From an optimization exercise on the open Yosys and OpenROAD flow, aimed at small area, a short achievable clock period and few clock cycles per item; shortcuts taken in it are not production practice. In this exercise RTL edits were held to simulation tests only and were not proved equivalent to the original. Power figures rest on the tool's default switching activity, not on a simulated workload.

==> v4: inputs <==
==> flow/design.v (excerpt) <==
module CHIP(CLK, RESET, ENABLE, DATA_IN, DATA_OUT, READY);
input           CLK;
input           RESET;
input           ENABLE;
input   [7:0]   DATA_IN;
output  [7:0]   DATA_OUT;
output          READY;
reg     [7:0]   DATA_OUT;
reg             READY;
reg     [4:0]   ph;
reg             stp;         
reg             st6;         
reg     [3:0]   one, two, neg;   
reg     [3:0]   onb, twb, ngb;   
reg             lo8;         
reg             enc;         
reg             e8;          
reg             e14;         
reg             st0;         
reg             r10;         
reg             stk;         
reg             x16;         
reg             x17;         
reg             o23;         
reg             o24;         
reg     [63:0]  A;
reg     [7:0]   bb;          
reg     [3:0]   eblo;        
reg     [53:0]  S;
reg     [53:0]  C;
reg     [7:0]   S_lo;
reg     [7:0]   C_lo;
reg             rcar;
reg             sticky;
reg     [7:0]   prev;
reg             p105;
reg             p105n;       
reg     [10:0]  E;
reg             zf;
reg             ex;
reg             nanf;
reg             sgn;
reg             fbnz;
reg             fa0;         
reg             aE;          
reg             aZe;         
reg             cy;
reg     [4:0]   ph_n;
always @(*) begin
    if (ph == 5'd0) ph_n = ENABLE ? 5'd1 : 5'd0;
    else if (ph == 5'd25) ph_n = 5'd0;
    else ph_n = ph + 5'd1;
end
always @(posedge CLK or posedge RESET) begin
    if (RESET) ph <= 5'd0;
    else ph <= ph_n;
end
always @(posedge CLK)
    READY <= ~RESET & (ph >= 5'd17) & (ph <= 5'd24);
always @(posedge CLK) begin
    stp <= (ph_n >= 5'd9) && (ph_n <= 5'd15);
    st6 <= (ph_n == 5'd15);
    lo8 <= (ph_n < 5'd8);
  ...
==> flow/config.mk <==
export PLATFORM = sky130hd
export DESIGN_NAME = CHIP
export DESIGN_NICKNAME = CHIP
export VERILOG_FILES = /design/flow/design.v
export SDC_FILE = /design/flow/constraint.sdc
export NUM_CORES = 4
export LEC_CHECK = 0
export CAP_MARGIN = 20
export CORE_MARGIN = 2
export CORE_UTILIZATION = 65
export SETUP_SLACK_MARGIN = 5
export SLEW_MARGIN = 20
export SYNTH_HIERARCHICAL = 1
export SYNTH_MINIMUM_KEEP_SIZE = 0
==> flow/constraint.sdc <==
create_clock -name core_clock -period 8.0 [get_ports {CLK}]
set_input_delay 1.6000 -clock core_clock [delete_from_list [all_inputs] [get_ports {CLK}]]
set_output_delay 1.6000 -clock core_clock [all_outputs]
set_load 0.01 [all_outputs]
standard.sh (not shown) runs the stock make flow with config.mk's settings and CLKGATE_MAP_FILE= SYNTH_SCRIPT=/design/flow/synth_recipe.tcl, a recipe that flattens the netlist after the stock synthesis.
==> flow/flow/run.sh <==
#!/bin/bash
# Layout flow: the standard flow (standard.sh), unchanged for synthesis and
# floorplan/power grid, with these settings for the steps after synthesis:
#  - the delay cells (clkdlybuf4s*, dlygate4sd*, dlymetal6s*) join the platform's
#    don't-use list, so that port, fanout and repair buffers are plain buffers;
#  - timing repair may change a cell's footprint (MATCH_CELL_FOOTPRINT=0);
#  - timing repair aims 0.4 ns beyond the clock period (SETUP_SLACK_MARGIN=5.4)
#    using sizing, pin swaps and cloning only.
# Each step's output goes to a log file in the folder the flow runs in; ORFS keeps
# its own logs under orfs/logs.
set -euo pipefail
cd "$(dirname "$0")/.."
PLATFORM_DONT_USE="sky130_fd_sc_hd__probe_p_8 sky130_fd_sc_hd__probec_p_8 sky130_fd_sc_hd__lpflow_bleeder_1 sky130_fd_sc_hd__lpflow_clkbufkapwr_1 sky130_fd_sc_hd__lpflow_clkbufkapwr_16 sky130_fd_sc_hd__lpflow_clkbufkapwr_2 sky130_fd_sc_hd__lpflow_clkbufkapwr_4 sky130_fd_sc_hd__lpflow_clkbufkapwr_8 sky130_fd_sc_hd__lpflow_clkinvkapwr_1 sky130_fd_sc_hd__lpflow_clkinvkapwr_16 sky130_fd_sc_hd__lpflow_clkinvkapwr_2 sky130_fd_sc_hd__lpflow_clkinvkapwr_4 sky130_fd_sc_hd__lpflow_clkinvkapwr_8 sky130_fd_sc_hd__lpflow_decapkapwr_12 sky130_fd_sc_hd__lpflow_decapkapwr_3 sky130_fd_sc_hd__lpflow_decapkapwr_4 sky130_fd_sc_hd__lpflow_decapkapwr_6 sky130_fd_sc_hd__lpflow_decapkapwr_8 sky130_fd_sc_hd__lpflow_inputiso0n_1 sky130_fd_sc_hd__lpflow_inputiso0p_1 sky130_fd_sc_hd__lpflow_inputiso1n_1 sky130_fd_sc_hd__lpflow_inputiso1p_1 sky130_fd_sc_hd__lpflow_inputisolatch_1 sky130_fd_sc_hd__lpflow_isobufsrc_1 sky130_fd_sc_hd__lpflow_isobufsrc_16 sky130_fd_sc_hd__lpflow_isobufsrc_2 sky130_fd_sc_hd__lpflow_isobufsrc_4 sky130_fd_sc_hd__lpflow_isobufsrc_8 sky130_fd_sc_hd__lpflow_isobufsrckapwr_16 sky130_fd_sc_hd__lpflow_lsbuf_lh_hl_isowell_tap_1 sky130_fd_sc_hd__lpflow_lsbuf_lh_hl_isowell_tap_2 sky130_fd_sc_hd__lpflow_lsbuf_lh_hl_isowell_tap_4 sky130_fd_sc_hd__lpflow_lsbuf_lh_isowell_4 sky130_fd_sc_hd__lpflow_lsbuf_lh_isowell_tap_1 sky130_fd_sc_hd__lpflow_lsbuf_lh_isowell_tap_2 sky130_fd_sc_hd__lpflow_lsbuf_lh_isowell_tap_4"
DELAY_CELLS="sky130_fd_sc_hd__clkdlybuf4s15_1 sky130_fd_sc_hd__clkdlybuf4s15_2 sky130_fd_sc_hd__clkdlybuf4s18_1 sky130_fd_sc_hd__clkdlybuf4s18_2 sky130_fd_sc_hd__clkdlybuf4s25_1 sky130_fd_sc_hd__clkdlybuf4s25_2 sky130_fd_sc_hd__clkdlybuf4s50_1 sky130_fd_sc_hd__clkdlybuf4s50_2 sky130_fd_sc_hd__dlygate4sd1_1 sky130_fd_sc_hd__dlygate4sd2_1 sky130_fd_sc_hd__dlygate4sd3_1 sky130_fd_sc_hd__dlymetal6s2s_1 sky130_fd_sc_hd__dlymetal6s4s_1 sky130_fd_sc_hd__dlymetal6s6s_1"
bash standard.sh synth > synth.log 2>&1
bash standard.sh "DONT_USE_CELLS=$PLATFORM_DONT_USE $DELAY_CELLS" MATCH_CELL_FOOTPRINT=0 \
    SETUP_SLACK_MARGIN=5.4 SETUP_MOVE_SEQUENCE=sizeup,swap,clone finish > layout.log 2>&1
==> inputs of v8, as changes to v4 <==
--- a/flow/design.v
+++ b/flow/design.v
@@ -33,13 +33,12 @@
 reg     [7:0]   C_lo;
 reg             rcar;
 reg             sticky;
 reg     [7:0]   prev;
 reg             p105;
 reg             p105n;       
-reg     [10:0]  E;
 reg             zf;
 reg             ex;
 reg             nanf;
 reg             sgn;
 reg             fbnz;
 reg             fa0;         
@@ -72,12 +71,14 @@
     x17 <= (ph_n == 5'd17);
     o23 <= (ph_n == 5'd23);
     o24 <= (ph_n == 5'd24);
 end
 always @(posedge CLK) begin
     if (ENABLE && lo8) A <= {DATA_IN, A[63:8]};
+    else if (x16) A[62:52] <= A[62:52] + eb;
+    else if (x17) A[62:52] <= ex ? 11'h7ff : zf ? 11'd0 : A[62:52] + {1'b1, 8'd0, p105, ~p105};
     bb <= DATA_IN;
     eblo <= bb[7:4];
 end
 wire [7:0]  m_n  = enc ? (e14 ? {4'b0001, DATA_IN[3:0]} : DATA_IN) : 8'd0;
 wire [8:0]  mx   = {m_n, enc & ~e8 & bb[7]};
 wire [54:0] am   = {1'b0, 1'b1, A[51:0], 1'b0};    
@@ -343,25 +344,25 @@
 always @(posedge CLK) begin
     rcar <= rco;
     prev <= res;
     if (stk)
         sticky <= (~r10 & sticky) | (|((S_lo ^ C_lo) ^ {S_lo[6:0] | C_lo[6:0], rcin}));
 end
-reg  [56:0] tg, tp;
+reg  [48:0] tg, tp;
 integer l, q;
 always @(*) begin
-    tg = {S[48:0], S_lo} & {C[48:0], C_lo};
-    tp = {S[48:0], S_lo} | {C[48:0], C_lo};
+    tg = S[48:0] & C[48:0];
+    tp = S[48:0] | C[48:0];
     for (l = 1; l < 64; l = l * 2)
-        for (q = 0; q < 57; q = q + 1)
-            if ((q % (2 * l)) == 0 && q + l < 57) begin
+        for (q = 0; q < 49; q = q + 1)
+            if ((q % (2 * l)) == 0 && q + l < 49) begin
                 tg[q] = tg[q + l] | (tp[q + l] & tg[q]);
                 tp[q] = tp[q + l] & tp[q];
             end
 end
-wire        c49  = tg[0] | (tp[0] & rcin);
+wire        c49  = tg[0] | (tp[0] & rco);
 wire        hs49 = S[49] ^ C[49] ^ c49;
 wire        aZ  = aZe & fa0;
 wire [10:0] eb  = {bb[6:0], eblo};
 wire        bE  = &eb;
 wire        bZ  = ~|eb & ~fbnz;
 wire        sa  = A[63];
@@ -373,35 +374,41 @@
     fa0 <= ~|A[51:0];
     aE  <= &A[62:52];
     aZe <= ~|A[62:52];
     if (stp)
         fbnz <= (~st0 & fbnz) | (|(st6 ? {4'd0, bb[3:0]} : bb));
     if (x16) begin
-        p105 <= hs49;
-        p105n <= ~hs49;
         zf   <= aE | bE | aZ | bZ;
         nanf <= (aE & fa0) | (bE & ~fbnz);
         sgn  <= s_n;
+        p105 <= hs49;
+        p105n <= ~hs49;
         ex   <= aE | bE;
-        E    <= A[62:52] + eb;
-    end else if (x17) begin
-        E    <= ex ? 11'h7ff : zf ? 11'd0 : E + {1'b1, 8'd0, p105, ~p105};
     end
 end
 wire        ru1 = prev[4] & (prev[3] | prev[2] | prev[1] | prev[0] | sticky | prev[5]);
 wire        ru0 = prev[3] & (prev[2] | prev[1] | prev[0] | sticky | prev[4]);
 wire        ru  = p105 ? ru1 : ru0;
 wire [7:0]  win = p105n ? {res[3:0], prev[7:4]} : {res[4:0], prev[7:5]};
 wire        cin = x17 ? ru : cy;
-wire [7:0]  inc = win + {7'd0, cin};
+function [7:0] incr;
+    input [7:0] w;
+    input c;
+    integer k;
+    begin
+        for (k = 0; k < 8; k = k + 1)
+            incr[k] = w[k] ^ (c & ((w | ~({8{1'b1}} >> (8 - k))) == 8'hff));
+    end
+endfunction
+wire [7:0]  inc = incr(win, cin);
 always @(posedge CLK) begin
     cy <= cin & (&win);
     if (o24)
-        DATA_OUT <= {sgn, E[10:4]};
+        DATA_OUT <= {sgn, A[62:56]};
     else if (o23)
-        DATA_OUT <= {E[3:0], zf ? {nanf, 3'b000} : inc[3:0]};
+        DATA_OUT <= {A[55:52], zf ? {nanf, 3'b000} : inc[3:0]};
     else
         DATA_OUT <= zf ? 8'd0 : inc;
 end
 endmodule
 module fa(a, b, c, s, co);
 input a, b, c;
==> flow/flow/run.sh (replaced) <==
#!/bin/bash
# Layout flow: the standard flow (standard.sh), unchanged for synthesis and
# floorplan/power grid, with these settings for the steps after synthesis:
#  - the delay cells (clkdlybuf4s*, dlygate4sd*, dlymetal6s*) join the platform's
#    don't-use list, so that port, fanout and repair buffers are plain buffers;
#  - timing repair may change a cell's footprint (MATCH_CELL_FOOTPRINT=0);
#  - timing repair aims 0.4 ns beyond the clock period (SETUP_SLACK_MARGIN=5.4)
#    using sizing, pin swaps and cloning only;
#  - clock tree synthesis uses clkbuf_8 buffers, clusters up to 16 sinks within
#    50 um per leaf buffer and inserts no dummy loads (CTS_ARGS).
# Each step's output goes to a log file in the folder the flow runs in; ORFS keeps
# its own logs under orfs/logs.
set -euo pipefail
cd "$(dirname "$0")/.."
PLATFORM_DONT_USE="sky130_fd_sc_hd__probe_p_8 sky130_fd_sc_hd__probec_p_8 sky130_fd_sc_hd__lpflow_bleeder_1 sky130_fd_sc_hd__lpflow_clkbufkapwr_1 sky130_fd_sc_hd__lpflow_clkbufkapwr_16 sky130_fd_sc_hd__lpflow_clkbufkapwr_2 sky130_fd_sc_hd__lpflow_clkbufkapwr_4 sky130_fd_sc_hd__lpflow_clkbufkapwr_8 sky130_fd_sc_hd__lpflow_clkinvkapwr_1 sky130_fd_sc_hd__lpflow_clkinvkapwr_16 sky130_fd_sc_hd__lpflow_clkinvkapwr_2 sky130_fd_sc_hd__lpflow_clkinvkapwr_4 sky130_fd_sc_hd__lpflow_clkinvkapwr_8 sky130_fd_sc_hd__lpflow_decapkapwr_12 sky130_fd_sc_hd__lpflow_decapkapwr_3 sky130_fd_sc_hd__lpflow_decapkapwr_4 sky130_fd_sc_hd__lpflow_decapkapwr_6 sky130_fd_sc_hd__lpflow_decapkapwr_8 sky130_fd_sc_hd__lpflow_inputiso0n_1 sky130_fd_sc_hd__lpflow_inputiso0p_1 sky130_fd_sc_hd__lpflow_inputiso1n_1 sky130_fd_sc_hd__lpflow_inputiso1p_1 sky130_fd_sc_hd__lpflow_inputisolatch_1 sky130_fd_sc_hd__lpflow_isobufsrc_1 sky130_fd_sc_hd__lpflow_isobufsrc_16 sky130_fd_sc_hd__lpflow_isobufsrc_2 sky130_fd_sc_hd__lpflow_isobufsrc_4 sky130_fd_sc_hd__lpflow_isobufsrc_8 sky130_fd_sc_hd__lpflow_isobufsrckapwr_16 sky130_fd_sc_hd__lpflow_lsbuf_lh_hl_isowell_tap_1 sky130_fd_sc_hd__lpflow_lsbuf_lh_hl_isowell_tap_2 sky130_fd_sc_hd__lpflow_lsbuf_lh_hl_isowell_tap_4 sky130_fd_sc_hd__lpflow_lsbuf_lh_isowell_4 sky130_fd_sc_hd__lpflow_lsbuf_lh_isowell_tap_1 sky130_fd_sc_hd__lpflow_lsbuf_lh_isowell_tap_2 sky130_fd_sc_hd__lpflow_lsbuf_lh_isowell_tap_4"
DELAY_CELLS="sky130_fd_sc_hd__clkdlybuf4s15_1 sky130_fd_sc_hd__clkdlybuf4s15_2 sky130_fd_sc_hd__clkdlybuf4s18_1 sky130_fd_sc_hd__clkdlybuf4s18_2 sky130_fd_sc_hd__clkdlybuf4s25_1 sky130_fd_sc_hd__clkdlybuf4s25_2 sky130_fd_sc_hd__clkdlybuf4s50_1 sky130_fd_sc_hd__clkdlybuf4s50_2 sky130_fd_sc_hd__dlygate4sd1_1 sky130_fd_sc_hd__dlygate4sd2_1 sky130_fd_sc_hd__dlygate4sd3_1 sky130_fd_sc_hd__dlymetal6s2s_1 sky130_fd_sc_hd__dlymetal6s4s_1 sky130_fd_sc_hd__dlymetal6s6s_1"
bash standard.sh synth > synth.log 2>&1
bash standard.sh "DONT_USE_CELLS=$PLATFORM_DONT_USE $DELAY_CELLS" MATCH_CELL_FOOTPRINT=0 \
    SETUP_SLACK_MARGIN=5.4 SETUP_MOVE_SEQUENCE=sizeup,swap,clone \
    "CTS_ARGS=-sink_clustering_enable -repair_clock_nets -dont_use_dummy_load -sink_clustering_size 16 -sink_clustering_max_diameter 50 -buf_list sky130_fd_sc_hd__clkbuf_8" \
    finish > layout.log 2>&1
==> inputs of v16, as changes to v4 <==
==> flow/run.sh (new file) <==
#!/bin/bash
# synth_recipe.tcl (not shown) runs the flow's synth.tcl, then flattens the netlist and writes it again
# the make line also repeats each setting of config.mk as NAME=value (left out here)
make -C /OpenROAD-flow-scripts/flow DESIGN_CONFIG=/design/flow/config.mk WORK_HOME=/design/flow/orfs CLKGATE_MAP_FILE= SYNTH_SCRIPT=/design/flow/synth_recipe.tcl finish
removed: flow/flow/run.sh
removed: flow/standard.sh
==> comparison <==
Register-to-register slack: v16 < v8 < v4.
Of v16 and v8, v16 has the higher sequential cell count (gap 11).
Between v16 and v4, the lower cell count is in v16 (gap 0.25%, measured against v4).
Via count, highest first: v8, v4, v16.
The highest sequential power belongs to v8, the lowest to v16.
Against v4, the synthesized cell count of v8 is smaller by 1.3%.
Between v4 and v16, the lower clock power is in v16 (gap about 10%, measured against v16).
Count of clock-buffer cells in the layout: v16 > v4 > v8.
==> figures <==
Outcome: v16 timing/DRC/antenna clean; v4 timing/DRC/antenna clean; v8 timing/DRC/antenna clean
Total Power Consumption: v16 8.47 mW; v4 8.79 mW; v8 9.67 mW
Register-to-Register Path Depth: v16 7; v4 5; v8 9
Synth top area share: v16 23.6%; v4 23.6%; v8 24.1%
Y dimension of the die: v16 172 um; v4 172 um; v8 170 um
Via count normalized by instance count: v16 6.21; v4 6.22; v8 6.47
Pin count of the biggest net entering global routing: v16 65; v4 65; v8 53
Slew margin rel.: v16 25.2%; v4 31.4%; v8 39.6%
Core Box Area: v16 27800 um2; v4 27800 um2; v8 27000 um2
Inverter count: v16 85; v4 85; v8 75
Critical path origin: v16 onb[3]; v4 onb[0]; v8 S_lo[2]
Share of the synthesized netlist area taken by xor and xnor gates: v16 12.2%; v4 12.2%; v8 12.6%
Power in sequential cells: v16 2.79 mW; v4 2.84 mW; v8 3.03 mW
Number of global-route vias before repair: v16 12700; v4 12700; v8 12400
EDFF count, synth: v16 83; v4 83; v8 72
Post-synthesis compound-gate area fraction: v16 14.4%; v4 14.4%; v8 14.6%
Multi-input gate share of the layout cell area: v16 56.7%; v4 56.7%; v8 60.3%
Testbench counts of v4, summed over its fixed seeds: cycles 9,984, items 384.
Testbench counts of v8, summed over its fixed seeds: cycles 9,984, items 384.
Testbench counts of v16, summed over its fixed seeds: cycles 9,984, items 384.

-- port drivers added, routing unchanged --
The results above use ideal ports. As a check the final layouts listed here were re-extracted and re-timed, cells and wires unchanged. Step 1 (the two cells are an assumption about what drives the block):
set clk [get_ports {CLK}]
set_driving_cell -lib_cell sky130_fd_sc_hd__clkbuf_16 $clk
set_driving_cell -lib_cell sky130_fd_sc_hd__buf_2 [delete_from_list [all_inputs] $clk]
Step 2 also shifts input and output timing later by t, the mid clock arrival at the registers, as if the neighbouring blocks saw the same clock. a / b / c = ideal / step 1 / step 2; a / b = the first two.
| run | t, ns | setup slack, ns | worst hold slack (ns) | clock arrival spread, ns | slew at the worst register clock pin (ns) |
|---|---|---|---|---|---|
| v4 | 0.569 | 5.368 / 5.368 / 5.093 | 0.413 / 0.413 / 0.413 | 0.014 / 0.015 | 0.06 / 0.06 |
| v8 | 0.571 | 5.242 / 5.242 / 4.999 | 0.430 / 0.430 / 0.430 | 0.066 / 0.065 | 0.10 / 0.10 |
| v16 | 0.623 | 5.122 / 5.122 / 4.716 | 0.419 / 0.419 / 0.419 | 0.024 / 0.023 | 0.07 / 0.07 |
After both steps every run listed still meets setup and hold. For v16, which loses most, drivers alone change the setup slack by 0.000 ns; drivers and shift together by -0.406 ns.
